Background: an optimization exercise with open tools, aiming at small area, a short achievable clock period and few clock cycles. Do not read the settings as production practice.
At most, simulation tests tie the RTL to the original design; equivalence was not proved.

main:
Design DCT, start of the top module:
module DCT(
	input                     clk,
	input                     rst_n,
	input                     in_valid,
	input  signed       [7:0] in_data,
	output logic              out_valid,
	output logic signed [9:0] out_data
);
make LEC_CHECK=0 CAP_MARGIN=20 CORE_MARGIN=2 CORE_UTILIZATION=40 SLEW_MARGIN=20 finish   # period 10.5 ns
run.sh (not shown) runs the stock make flow with config.mk's settings and CLKGATE_MAP_FILE= SYNTH_SCRIPT=/design/flow/synth_recipe.tcl, a recipe that flattens the netlist after the stock synthesis.
Setup changes, main to the feature branch
--- a/flow/design.v
+++ b/flow/design.v
@@ -148,32 +148,33 @@
 assign o1n = padd(t1e, ~t2e, 1'b1);
 assign o0n = padd(t0e, ~t3e, 1'b1);
 logic [10:0] e1r;
 always_ff @(posedge clk)
 	e1r <= e1n[10:0];
 logic [17:0] e1x, as0, ac0, as2, ac2, s0, s2;
 assign e1x = {{7{e1r[10]}}, e1r};
 assign {ac0, as0} = csa(t0e, t3e, e1x);
 assign {ac2, as2} = csa(t0e, t3e, ~e1x);
 assign s0 = padd(as0, ac0, 1'b0);
 assign s2 = padd(as2, ac2, 1'b1);
-logic [9:0] y0r, y2a, y2r, m1, m2;
-logic       y0f, y2af, y2f;
+logic [9:0]  y0r, y2a, y2r, m1, m2;
+logic        y0f, y2af;
+logic [17:0] y2i;
+assign y2i = padd({8'd0, y2a}, 18'd0, y2af);
 always_ff @(posedge clk) begin
 	y0r  <= s0[10:1];
 	y0f  <= s0[11] & s0[0];
 	y2a  <= s2[10:1];
 	y2af <= s2[11] & s2[0];
 	if (y2_ld) begin
-		y2r <= y2a;
-		y2f <= y2af;
+		y2r <= y2i[9:0];
 	end
 	if (bank_ld)
 		m1 <= o0n[9:0];
 	else if (m_rot)
 		m1 <= ~m2;
 	if (m2_ld)
 		m2 <= o1n[9:0];
 	else if (m_rot)
 		m2 <= m1;
 end
 logic [17:0] zm1, zm2, zk;
@@ -183,26 +184,26 @@
 assign zk  = kf ? 18'd83 : 18'd0;
 assign {zc1, zs1} = csa(zm1 << 6, zm1 << 4, zm1 << 1);
 assign {zc2, zs2} = csa(zm1, zm2 << 5, zm2 << 1);
 assign {zc3, zs3} = csa(zs1, zc1, zs2);
 assign {zc4, zs4} = csa(zs3, zc3, zc2);
 assign {zc,  zs}  = csa(zs4, zc4, zk);
 logic [16:0] zsr, zcr;
 always_ff @(posedge clk) begin
 	zsr <= zs[16:0];
 	zcr <= zc[16:0];
 end
-logic [17:0] z, od;
-logic [9:0]  om;
-logic        of;
+logic [17:0] z, zb, zsb, zcb, y0i;
+logic [9:0]  zt;
 assign z = padd({1'b0, zsr}, {1'b0, zcr}, 1'b0);
-always_comb begin
+assign {zcb, zsb} = csa({1'b0, zsr}, {1'b0, zcr}, 18'd127);
+assign zb = padd(zsb, zcb, 1'b0);
+assign zt = z[16] ? zb[16:7] : z[16:7];
+assign y0i = padd({8'd0, y0r}, 18'd0, y0f);
+always_ff @(posedge clk) begin
 	case (osel)
-		2'd0: begin om = y0r; of = y0f; end
-		2'd2: begin om = y2r; of = y2f; end
-		default: begin om = z[16:7]; of = z[16] & (z[6:0] != 7'd0); end
+		2'd0: out_data <= y0i[9:0];
+		2'd2: out_data <= y2r;
+		default: out_data <= zt;
 	endcase
 end
-assign od = padd({8'd0, om}, 18'd0, of);
-always_ff @(posedge clk)
-	out_data <= od[9:0];
 endmodule
Findings:
Diff main -> the feature branch: total half-perimeter wirelength after legalization and detailed placement up about 9%, reg-to-reg setup timing slack has increased, share of synthesized area occupied by flip-flops and latches down 2.7 points. Clock period minus worst slack: the feature branch vs main down 0.39 ns. Relative to main, the final area of the feature branch is higher by 5.8%.
No run of this note included a check of the RTL's function; only the layout flow was run.

## fjord
The RTL this note starts from:
==> flow/design.v <==
module DCT(
	input                     clk,
	input                     rst_n,
	input                     in_valid,
	input  signed       [7:0] in_data,
	output logic              out_valid,
	output logic signed [9:0] out_data
);
function [35:0] csa;
	input [17:0] a, b, c;
	reg [17:0] s, k;
	begin
		s = a ^ b ^ c;
		k = (a & b) | (a & c) | (b & c);
		csa = {k[16:0], 1'b0, s};
	end
endfunction
function [17:0] padd;
	input [17:0] a, b;
	input        cin;
	reg [17:0] p, g, gg, pp, c;
	integer d, i;
	begin
		p = a ^ b;
		g = a & b;
		g[0] = g[0] | (p[0] & cin);
		gg = g;
		pp = p;
		for (d = 1; d < 18; d = d * 2)
			for (i = 17; i >= d; i = i - 1) begin
				gg[i] = gg[i] | (pp[i] & gg[i-d]);
				pp[i] = pp[i] & pp[i-d];
			end
		c = {gg[16:0], cin};
		padd = p ^ c;
	end
endfunction
function [17:0] padds;
	input [17:0] a, b;
	input        cin;
	reg [17:0] p, g, gg, pp, c;
	integer l, i, m;
	begin
		p = a ^ b;
		g = a & b;
		g[0] = g[0] | (p[0] & cin);
		gg = g;
		pp = p;
		for (l = 0; l < 5; l = l + 1)
			for (i = 0; i < 18; i = i + 1)
				if ((i >> l) & 1) begin
					m = ((i >> l) << l) - 1;
					gg[i] = gg[i] | (pp[i] & gg[m]);
					pp[i] = pp[i] & pp[m];
				end
		c = {gg[16:0], cin};
		padds = p ^ c;
	end
endfunction
function [35:0] paddc;
	input [17:0] a, b;
	reg [17:0] p, g, gg, pp, c0, c1;
	integer d, i;
	begin
		p = a ^ b;
		g = a & b;
		gg = g;
		pp = p;
		for (d = 1; d < 18; d = d * 2)
			for (i = 17; i >= d; i = i - 1) begin
				gg[i] = gg[i] | (pp[i] & gg[i-d]);
				pp[i] = pp[i] & pp[i-d];
			end
		c0 = {gg[16:0], 1'b0};
		c1 = {gg[16:0] | pp[16:0], 1'b1};
		paddc = {p ^ c1, p ^ c0};
	end
endfunction
logic [5:0] cnt;
always_ff @(posedge clk or negedge rst_n) begin
	if (!rst_n)
		cnt <= 6'd0;
	else if (cnt == 6'd0)
		cnt <= in_valid ? 6'd1 : 6'd0;
	else if (cnt == 6'd33)
		cnt <= 6'd0;
	else
		cnt <= cnt + 6'd1;
end
always_ff @(posedge clk or negedge rst_n) begin
	if (!rst_n)
		out_valid <= 1'b0;
	else
		out_valid <= (cnt >= 6'd18) && (cnt <= 6'd33);
end
logic [5:0] cm10;
logic [1:0] trow;      
logic       t1even, s_p, s_qa, s_qb1, s_qb2;
logic       r0sel, rot, m2_ld, bank_ld, y2_ld, m_rot;
logic [1:0] osel;      
assign cm10 = cnt - 6'd10;
assign trow = cm10[3:2];
always_ff @(posedge clk) begin
	t1even  <= (trow == 2'd2);
	s_p     <= (trow == 2'd2);
	s_qa    <= (trow == 2'd1);
	s_qb1   <= (trow == 2'd1);
	s_qb2   <= (trow == 2'd2);
	r0sel   <= (cnt >= 6'd12) && (cnt <= 6'd15);
	rot     <= (cnt >= 6'd15) && (cnt <= 6'd25);
	m2_ld   <= (cnt == 6'd15) || (cnt == 6'd19) || (cnt == 6'd23) || (cnt == 6'd27);
	bank_ld <= (cnt == 6'd16) || (cnt == 6'd20) || (cnt == 6'd24) || (cnt == 6'd28);
	y2_ld   <= (cnt == 6'd17) || (cnt == 6'd21) || (cnt == 6'd25) || (cnt == 6'd29);
	m_rot   <= (cnt == 6'd18) || (cnt == 6'd22) || (cnt == 6'd26) || (cnt == 6'd30);
	osel    <= cnt[1:0] + 2'd3;
end
logic signed [7:0] sr [0:15];
integer j;
always_ff @(posedge clk) begin
	sr[0] <= rot ? sr[15] : in_data;
	for (j = 1; j < 16; j = j + 1)
		sr[j] <= sr[j-1];
end
logic [17:0] r0a, r0b, r0c, r0d, r0s1, r0c1, r0s2, r0c2, r0u, r0s;
assign r0a = {10'd0, ~sr[0][7], sr[0][6:0]};
assign r0b = {10'd0, ~sr[4][7], sr[4][6:0]};
assign r0c = {10'd0, ~sr[8][7], sr[8][6:0]};
assign r0d = {10'd0, ~sr[12][7], sr[12][6:0]};
assign {r0c1, r0s1} = csa(r0a, r0b, r0c);
assign {r0c2, r0s2} = csa(r0s1, r0c1, r0d);
assign r0u = padd(r0s2, r0c2, 1'b0);
assign r0s = {8'd0, ~r0u[9], r0u[8:0]};
logic [7:0] ta, tb, tc, td;
logic [7:0] pa, pb, qa, qb;
assign ta = sr[2];
assign tb = sr[6];
assign tc = sr[10];
assign td = sr[14];
assign pa = s_p ? ta : td;
assign pb = s_p ? tc : ta;
assign qa = s_qa ? tc : tb;
assign qb = s_qb1 ? tb : s_qb2 ? td : tc;
logic [17:0] p1w, q1w;
assign p1w = padds({{10{pa[7]}}, pa}, ~{{10{pb[7]}}, pb}, 1'b1);
assign q1w = padds({{10{qa[7]}}, qa}, ~{{10{qb[7]}}, qb}, 1'b1);
logic [8:0] tp, tqv;
logic       teven;
always_ff @(posedge clk) begin
	tp    <= p1w[8:0];
	tqv   <= q1w[8:0];
	teven <= t1even;
end
logic [17:0] xp, xq, xt1, xt2, xt3, xt4, xt5, xt6;
logic [17:0] xs1, xc1, xs2, xc2, xs3, xc3, xs, xc;
assign xp  = {9'd0, ~tp[8], tp[7:0]};
assign xq  = {9'd0, ~tqv[8], tqv[7:0]};
assign xt1 = xp << 6;
assign xt2 = teven ? (xq << 6) : (xq << 5);
assign xt3 = teven ? 18'd0 : (xp << 4);
assign xt4 = teven ? 18'd0 : (xp << 1);
assign xt5 = teven ? 18'd0 : xp;
assign xt6 = teven ? 18'd0 : (xq << 1);
assign {xc1, xs1} = csa(xt1, xt2, xt3);
assign {xc2, xs2} = csa(xt4, xt5, xt6);
assign {xc3, xs3} = csa(xs1, xc1, xs2);
assign {xc,  xs}  = csa(xs3, xc3, xc2);
logic [15:0] ts, tc2;
logic        teven2;
always_ff @(posedge clk) begin
	ts     <= xs[15:0];
	tc2    <= xc[15:0];
	teven2 <= teven;
end
logic [17:0] tk, tsa, tca, tx;
assign tk  = teven2 ? 18'h08000 : 18'h08B00;
assign {tca, tsa} = csa({2'd0, ts}, {2'd0, tc2}, tk);
assign tx  = padd(tsa, tca, 1'b0);
logic [8:0]  yn;
logic        cn;
logic [8:0]  tq [1:3];
logic [17:0] ynext;
assign ynext = padds({9'd0, yn}, 18'd0, cn);
always_ff @(posedge clk) begin
	if (r0sel) begin
		yn <= r0s[9:1];
		cn <= r0s[9] & r0s[0];
	end else begin
		yn <= tx[15:7];
		cn <= tx[15] & (tx[6:0] != 7'd0);
	end
	tq[1] <= ynext[8:0];
	tq[2] <= tq[1];
	tq[3] <= tq[2];
end
logic [17:0] t0e, t1e, yne;
assign yne = {{9{yn[8]}}, yn};
assign t1e = {{9{tq[1][8]}}, tq[1]};
assign t0e = {{9{tq[3][8]}}, tq[3]};
logic [17:0] e1n, o1n, o0n;
assign e1n = padd(t1e, yne, cn);
assign o1n = padd(t1e, ~yne, ~cn);
assign o0n = padd(t0e, ~yne, ~cn);
logic [10:0] e1r;
always_ff @(posedge clk)
	e1r <= e1n[10:0];
logic [17:0] e1x, as0, ac0, as2, ac2, s0, s2;
assign e1x = {{7{e1r[10]}}, e1r};
assign {ac0, as0} = csa(t0e, yne, e1x);
assign {ac2, as2} = csa(t0e, yne, ~e1x);
assign s0 = padd(as0, ac0, cn);
assign s2 = padd(as2, {ac2[17:1], cn}, 1'b1);
logic [9:0]  y0r, y2a, y2r, m1, m2;
logic        y0f, y2af;
logic [17:0] y2i, m2n;
assign y2i = padds({8'd0, y2a}, 18'd0, y2af);
assign m2n = padds({8'd0, ~m2}, 18'd0, 1'b1);
always_ff @(posedge clk) begin
	y0r  <= s0[10:1];
	y0f  <= s0[11] & s0[0];
	y2a  <= s2[10:1];
	y2af <= s2[11] & s2[0];
	if (y2_ld) begin
		y2r <= y2i[9:0];
	end
	if (bank_ld)
		m1 <= o0n[9:0];
	else if (m_rot)
		m1 <= m2n[9:0];
	if (m2_ld)
		m2 <= o1n[9:0];
	else if (m_rot)
		m2 <= m1;
end
logic [17:0] zm1, zm2;
logic [17:0] zs1, zc1, zs2, zc2, zs3, zc3, zs, zc, zlo;
logic [6:0]  zor;
assign zm1 = {8'd0, ~m1[9], m1[8:0]};
assign zm2 = {8'd0, ~m2[9], m2[8:0]};
assign {zc1, zs1} = csa(zm1 << 6, zm1 << 4, zm1 << 1);
assign {zc2, zs2} = csa(zm1, zm2 << 5, zm2 << 1);
assign {zc3, zs3} = csa(zs1, zc1, zs2);
assign {zc,  zs}  = csa(zs3, zc3, zc2);
assign zlo = padds({11'd0, zs[6:0]}, {11'd0, zc[6:0]}, 1'b0);
assign zor = {zs[5:0] | zc[5:0], 1'b0};
logic [9:0] zsh, zch;
logic       zc7;
logic       znz;
always_ff @(posedge clk) begin
	zsh <= zs[16:7];
	zch <= zc[16:7];
	zc7 <= zlo[7];
	znz <= ((zs[6:0] ^ zc[6:0]) != zor);
end
logic [17:0] uk, us, uc;
logic [35:0] uu;
logic [9:0]  zt;
assign uk = {8'd0, 10'h22C | {9'd0, zc7}};
assign {uc, us} = csa({8'd0, zsh}, {8'd0, zch}, uk);
assign uu = paddc(us, uc);
assign zt = (uu[9] & znz) ? uu[27:18] : uu[9:0];
logic [17:0] y0i;
assign y0i = padds({8'd0, y0r}, 18'd0, y0f);
always_ff @(posedge clk) begin
	case (osel)
		2'd0: out_data <= y0i[9:0];
		2'd2: out_data <= y2r;
		default: out_data <= zt;
	endcase
end
endmodule
Settings: LEC_CHECK=0, CAP_MARGIN=20, CORE_MARGIN=2, CORE_UTILIZATION=60, CTS_CLUSTER_DIAMETER=100, CTS_CLUSTER_SIZE=30, SLEW_MARGIN=20; clock period 10.5 ns.
standard.sh (not shown) runs the stock make flow with config.mk's settings and CLKGATE_MAP_FILE= SYNTH_SCRIPT=/design/flow/synth_recipe.tcl, a recipe that flattens the netlist after the stock synthesis.
==> flow/flow/run.sh <==
#!/bin/bash
# Layout: the standard flow (standard.sh, all steps), except that the
# buffers ORFS puts on the input and output ports are buf_2 cells
# (buffer_ports -buffer_cell), and timing repair aims for 7.4 ns of setup slack.
# make's full output goes to flow.log here; each step's own log is under orfs/logs/.
set -euo pipefail
export BUFFER_PORTS_ARGS="-buffer_cell sky130_fd_sc_hd__buf_2"
export SETUP_SLACK_MARGIN=7.4
bash standard.sh > flow.log 2>&1
Testbench counts of fjord, summed over its fixed seeds: cycles 8,704.
## Diff of input files: willow against fjord
diff --git a/flow/design.v b/flow/design.v
--- a/flow/design.v
+++ b/flow/design.v
@@ -121,14 +121,17 @@
 	for (j = 1; j < 16; j = j + 1)
 		sr[j] <= sr[j-1];
 end
-logic [17:0] r0a, r0b, r0c, r0d, r0s1, r0c1, r0s2, r0c2, r0u, r0s;
-assign r0a = {10'd0, ~sr[0][7], sr[0][6:0]};
-assign r0b = {10'd0, ~sr[4][7], sr[4][6:0]};
-assign r0c = {10'd0, ~sr[8][7], sr[8][6:0]};
-assign r0d = {10'd0, ~sr[12][7], sr[12][6:0]};
+logic [17:0] r0a, r0b, r0c, r0d, r0s1, r0c1, r0pn, r0u, r0s;
+assign r0a = {10'd0, ~sr[3][7], sr[3][6:0]};
+assign r0b = {10'd0, ~sr[7][7], sr[7][6:0]};
+assign r0c = {10'd0, ~sr[11][7], sr[11][6:0]};
 assign {r0c1, r0s1} = csa(r0a, r0b, r0c);
-assign {r0c2, r0s2} = csa(r0s1, r0c1, r0d);
-assign r0u = padd(r0s2, r0c2, 1'b0);
+assign r0pn = padds(r0s1, r0c1, 1'b0);
+logic [9:0] r0p;
+always_ff @(posedge clk)
+	r0p <= r0pn[9:0];
+assign r0d = {10'd0, ~sr[0][7], sr[0][6:0]};
+assign r0u = padds({8'd0, r0p}, r0d, 1'b0);
 assign r0s = {8'd0, ~r0u[9], r0u[8:0]};
 logic [7:0] ta, tb, tc, td;
 logic [7:0] pa, pb, qa, qb;
@@ -174,7 +177,7 @@
 logic [17:0] tk, tsa, tca, tx;
 assign tk  = teven2 ? 18'h08000 : 18'h08B00;
 assign {tca, tsa} = csa({2'd0, ts}, {2'd0, tc2}, tk);
-assign tx  = padd(tsa, tca, 1'b0);
+assign tx  = padds(tsa, tca, 1'b0);
 logic [8:0]  yn;
 logic        cn;
 logic [8:0]  tq [1:3];
@@ -197,9 +200,9 @@
 assign t1e = {{9{tq[1][8]}}, tq[1]};
 assign t0e = {{9{tq[3][8]}}, tq[3]};
 logic [17:0] e1n, o1n, o0n;
-assign e1n = padd(t1e, yne, cn);
-assign o1n = padd(t1e, ~yne, ~cn);
-assign o0n = padd(t0e, ~yne, ~cn);
+assign e1n = padds(t1e, yne, cn);
+assign o1n = padds(t1e, ~yne, ~cn);
+assign o0n = padds(t0e, ~yne, ~cn);
 logic [10:0] e1r;
 always_ff @(posedge clk)
 	e1r <= e1n[10:0];
@@ -253,18 +256,15 @@
 end
 logic [17:0] uk, us, uc;
 logic [35:0] uu;
-logic [9:0]  zt;
 assign uk = {8'd0, 10'h22C | {9'd0, zc7}};
 assign {uc, us} = csa({8'd0, zsh}, {8'd0, zch}, uk);
 assign uu = paddc(us, uc);
-assign zt = (uu[9] & znz) ? uu[27:18] : uu[9:0];
 logic [17:0] y0i;
-assign y0i = padds({8'd0, y0r}, 18'd0, y0f);
-always_ff @(posedge clk) begin
-	case (osel)
-		2'd0: out_data <= y0i[9:0];
-		2'd2: out_data <= y2r;
-		default: out_data <= zt;
-	endcase
-end
+logic [9:0]  obase;
+logic        zsel;
+assign y0i   = padds({8'd0, y0r}, 18'd0, y0f);
+assign obase = osel[0] ? uu[9:0] : osel[1] ? y2r : y0i[9:0];
+assign zsel  = osel[0] & znz & uu[9];
+always_ff @(posedge clk)
+	out_data <= zsel ? uu[27:18] : obase;
 endmodule
Results
- Compared with fjord, in willow measured slew at the worst slew-check pin moved down, share of cells above drive strength 1 now smaller, clock-buffer cell count has increased, first-pass GRT wire length dropped 970 um.
- Core util | willow vs fjord | willow lower
- Run comparison: fjord top routing layer in use met4; willow top routing layer in use met5
- On willow: final routed wirelength across all metal layers is about 4.6% lower than what fjord gave.
Testbench counts of willow, summed over its fixed seeds: cycles 8,704.

what the ideal ports hide:
No port has a modelled driver above. Below, the same layouts with a new extraction and two added sets of constraints.
Step 1 sets driving cells, clkbuf_16 on the clock port and buf_2 on the other inputs (assumed; they add their load-dependent delay and slew).
Step 2 moves the port delays by t, midway between the first and last clock arrival at a register: inputs arrive t later, outputs are due t later. That takes back most of the time a late clock gives input paths.
Three values: no drivers, after step 1, after step 2; two values: the first two.
run | shift t [ns] | setup WS [ns] | hold WS [ns] | worst slew at a driven data input, ns | pins driven straight from the clock port
main | 0.575 | 6.658 / 6.658 / 6.658 | 0.320 / 0.320 / 0.320 | 0.03 | 1
the feature branch | 0.569 | 7.043 / 6.993 / 7.234 | 0.324 / 0.324 / 0.324 | 0.03 | 1
fjord | 0.551 | 7.395 / 7.345 / 7.437 | 0.318 / 0.318 / 0.318 | 0.03 | 1
willow | 0.562 | 7.375 / 7.327 / 7.534 | 0.332 / 0.332 / 0.332 | 0.06 | 1
After both steps setup and hold are still met in every run listed.
